Context: an optimization exercise on an open-source flow, tuned for small area and a short achievable clock period. The choices shown serve that exercise and are no tape-out recipe. In this exercise RTL edits were held to simulation tests only and were not proved equivalent to the original.

==> xenon <==
// ROTATING_VECTORING
module ROTATING_VECTORING(clk,xi,yi,xf,yf);
 input clk;
 input [15:0] xi,yi;
 output [15:0] xf,yf;
  reg [15:0] a0, b0, c0;    
  reg        n0;            
  wire [15:0] a0n, b0n, c0n;
  addc0 u_a0(.a(xi), .b(~yi), .ci(1'b1), .s(a0n));
  addc0 u_b0(.a(xi), .b(yi),  .ci(1'b0), .s(b0n));
  addc0 u_c0(.a(yi), .b(~xi), .ci(1'b1), .s(c0n));
  always @(posedge clk) begin
    a0 <= a0n; b0 <= b0n; c0 <= c0n; n0 <= yi[15];
  end
  wire [15:0] vx0 = n0 ? a0 : b0;
  wire [15:0] vy0 = n0 ? b0 : c0;
  reg [15:0] vx1r, vy1r;
  wire [15:0] vx1n_op = {{1{vy0[15]}}, vy0[15:1]} ^ {16{~(~vy0[15])}};
  wire [15:0] vy1n_op = {{1{vx0[15]}}, vx0[15:1]} ^ {16{~vy0[15]}};
  wire vx1n_ci = (vy0[15] & (|vy0[0:0])) ^ ~(~vy0[15]);
  wire vy1n_ci = (vx0[15] & (|vx0[0:0])) ^ (~vy0[15]);
  wire [15:0] vx1n_a = vx0;
  wire [15:0] vx1n_b = vx1n_op;
  wire [16:0] vx1n_g0 = {vx1n_a & vx1n_b, vx1n_ci};
  wire [16:0] vx1n_p0 = {vx1n_a ^ vx1n_b, 1'b0};
  wire [16:0] vx1n_g1, vx1n_p1;
  assign vx1n_g1[0] = vx1n_g0[0];
  assign vx1n_p1[0] = vx1n_p0[0];
  assign vx1n_g1[1] = vx1n_g0[1] | (vx1n_p0[1] & vx1n_g0[0]);
  assign vx1n_p1[1] = vx1n_p0[1] & vx1n_p0[0];
  assign vx1n_g1[2] = vx1n_g0[2];
  ...
clock: 12.0 ns
lec_check: 0
cap_margin: 20
core_margin: 2
core_utilization: 40
slew_margin: 20
synth_hierarchical: 1
standard.sh (not shown) runs the stock make flow with config.mk's settings and CLKGATE_MAP_FILE= SYNTH_SCRIPT=/design/flow/synth_recipe.tcl, a recipe that flattens the netlist after the stock synthesis.
==> flow/flow/run.sh <==
#!/bin/bash
# Own layout flow: the standard ORFS flow, with timing repair aimed at a
# slack margin below the clock period and stronger port buffers.
set -euo pipefail
export SETUP_SLACK_MARGIN=8.4
export BUFFER_PORTS_ARGS="-buffer_cell sky130_fd_sc_hd__buf_2"
export CTS_ARGS="-sink_clustering_enable -repair_clock_nets -dont_use_dummy_load"
bash standard.sh > standard_flow.log 2>&1
==> harbor: changes against xenon <==
--- a/flow/flow/run.sh
+++ b/flow/flow/run.sh
@@ -6,3 +6,3 @@
 export BUFFER_PORTS_ARGS="-buffer_cell sky130_fd_sc_hd__buf_2"
-export CTS_ARGS="-sink_clustering_enable -repair_clock_nets -dont_use_dummy_load"
+export CTS_ARGS="-sink_clustering_enable -repair_clock_nets -dont_use_dummy_load -buf_list {sky130_fd_sc_hd__clkbuf_4 sky130_fd_sc_hd__clkbuf_8}"
 bash standard.sh > standard_flow.log 2>&1
--- a/flow/config.mk
+++ b/flow/config.mk
@@ -9,3 +9,3 @@
 export CORE_MARGIN = 2
-export CORE_UTILIZATION = 40
+export CORE_UTILIZATION = 55
 export SLEW_MARGIN = 20
==> metrics.md <==
| Metric | Value |
|---|---|
| Status | complete, no violations |
| Die width | 306.7 µm |
| Worst setup margin | 8.453 ns |
| DR vias | 25.56k |
| Non-filler cells, final | 5165 |
| Worst clock skew | 0.07324 ns |
# the run above: xenon

==> metrics.md <==
| Metric | Value |
|---|---|
| Die width | 262.1 µm |
| Status | complete, no violations |
| Worst clock skew | 0.05527 ns |
| Fin crit share | 30.08% |
| DR vias | 26.64k |
| Worst setup margin | 8.391 ns |
| Non-filler cells, final | 4879 |
# the run above: harbor



==> v29 <==
Another version of the RTL of ROTATING_VECTORING (not shown whole).
clock: 12.0 ns
lec_check: 0
cap_margin: 20
core_margin: 2
core_utilization: 40
slew_margin: 20
==> flow/flow/run.sh <==
#!/bin/bash
# Own layout flow: the standard ORFS flow, with timing repair aimed at a
# slack margin below the clock period and stronger port buffers.
set -euo pipefail
export SETUP_SLACK_MARGIN=8.6
export BUFFER_PORTS_ARGS="-buffer_cell sky130_fd_sc_hd__buf_2"
bash standard.sh > standard_flow.log 2>&1
==> inputs of v14, as changes to v29 <==
==> flow/run.sh (new file) <==
#!/bin/bash
# synth_recipe.tcl (not shown) runs the flow's synth.tcl, then flattens the netlist and writes it again
# the make line also repeats each setting of config.mk as NAME=value (left out here)
make -C /OpenROAD-flow-scripts/flow DESIGN_CONFIG=/design/flow/config.mk WORK_HOME=/design/flow/orfs CLKGATE_MAP_FILE= SYNTH_SCRIPT=/design/flow/synth_recipe.tcl finish
removed: flow/flow/run.sh
removed: flow/standard.sh
==> summary.txt <==
Run status: v29 finished clean; v14 finished clean
Hold Crit Start: v29 vd2_1; v14 vd1_1
Cell with the largest stage delay on the worst path: v29 or3_4; v14 clkdlybuf4s50_1
Critical-path maximum fanout: v29 2; v14 5
Flip-flop and latch share of the layout cell area: v29 26.3%; v14 27.3%
Summed area of non-filler cells in the final layout: v29 41400 sq um; v14 39800 sq um
Area of the multi-input gates: v29 23900 sq um; v14 23200 sq um
Post-Place Setup Slack: v29 7.06 ns; v14 6.30 ns
Vias after detailed routing: v29 24300; v14 24000
Endpoint, Worst Hold: v29 vd3_1; v14 vd2_1
NumNets Final: v29 4543; v14 4485
Clock skew after layout: v29 0.0281 ns; v14 0.0384 ns
Fin Hold WS: v29 0.327 ns; v14 0.327 ns
Reg-to-Reg Start: v29 b0[15]; v14 n0
Routed length on met1: v29 33.4 mm; v14 32.3 mm
ClkCell Share: v29 5.39%; v14 5.07%
Highest Clock Rate: v29 0.265 GHz; v14 0.201 GHz
Non-clock buffer count in the final layout: v29 146; v14 89
Cts repair resizes: v29 92; v14 0
Final critical path time including I/O delays and setup: v29 3.77 ns; v14 4.99 ns
RD Place Congestion: v29 0.835; v14 0.834
Worst path bufs/invs: v29 3; v14 2

==> what the ideal ports hide <==
Ports are ideal in the flow. The routed layouts listed here were re-timed in OpenROAD.
Step 1, drivers: a clkbuf_16 drives clk and a buf_2 each remaining input, both assumed.
Step 2, shift: input delay + t, output delay - t, t = (earliest + latest rising clock arrival at the registers) / 2. This alone moves slack from input paths to output paths.
Three values: ideal, step 1, step 2; two values: the first two.
run | t, ns | setup WS [ns] | cell pins on the clock port's net
xenon | 0.684 | 8.453 / 8.446 / 7.813 | 1
harbor | 0.701 | 8.391 / 8.433 / 7.733 | 1
v29 | 0.677 | 8.226 / 8.215 / 7.537 | 1
v14 | 0.672 | 7.014 / 7.025 / 6.353 | 1
After both steps setup and hold are still met in every run listed. The setup slack of v29, which loses most, moves by -0.011 ns with the drivers and by -0.689 ns with both steps.
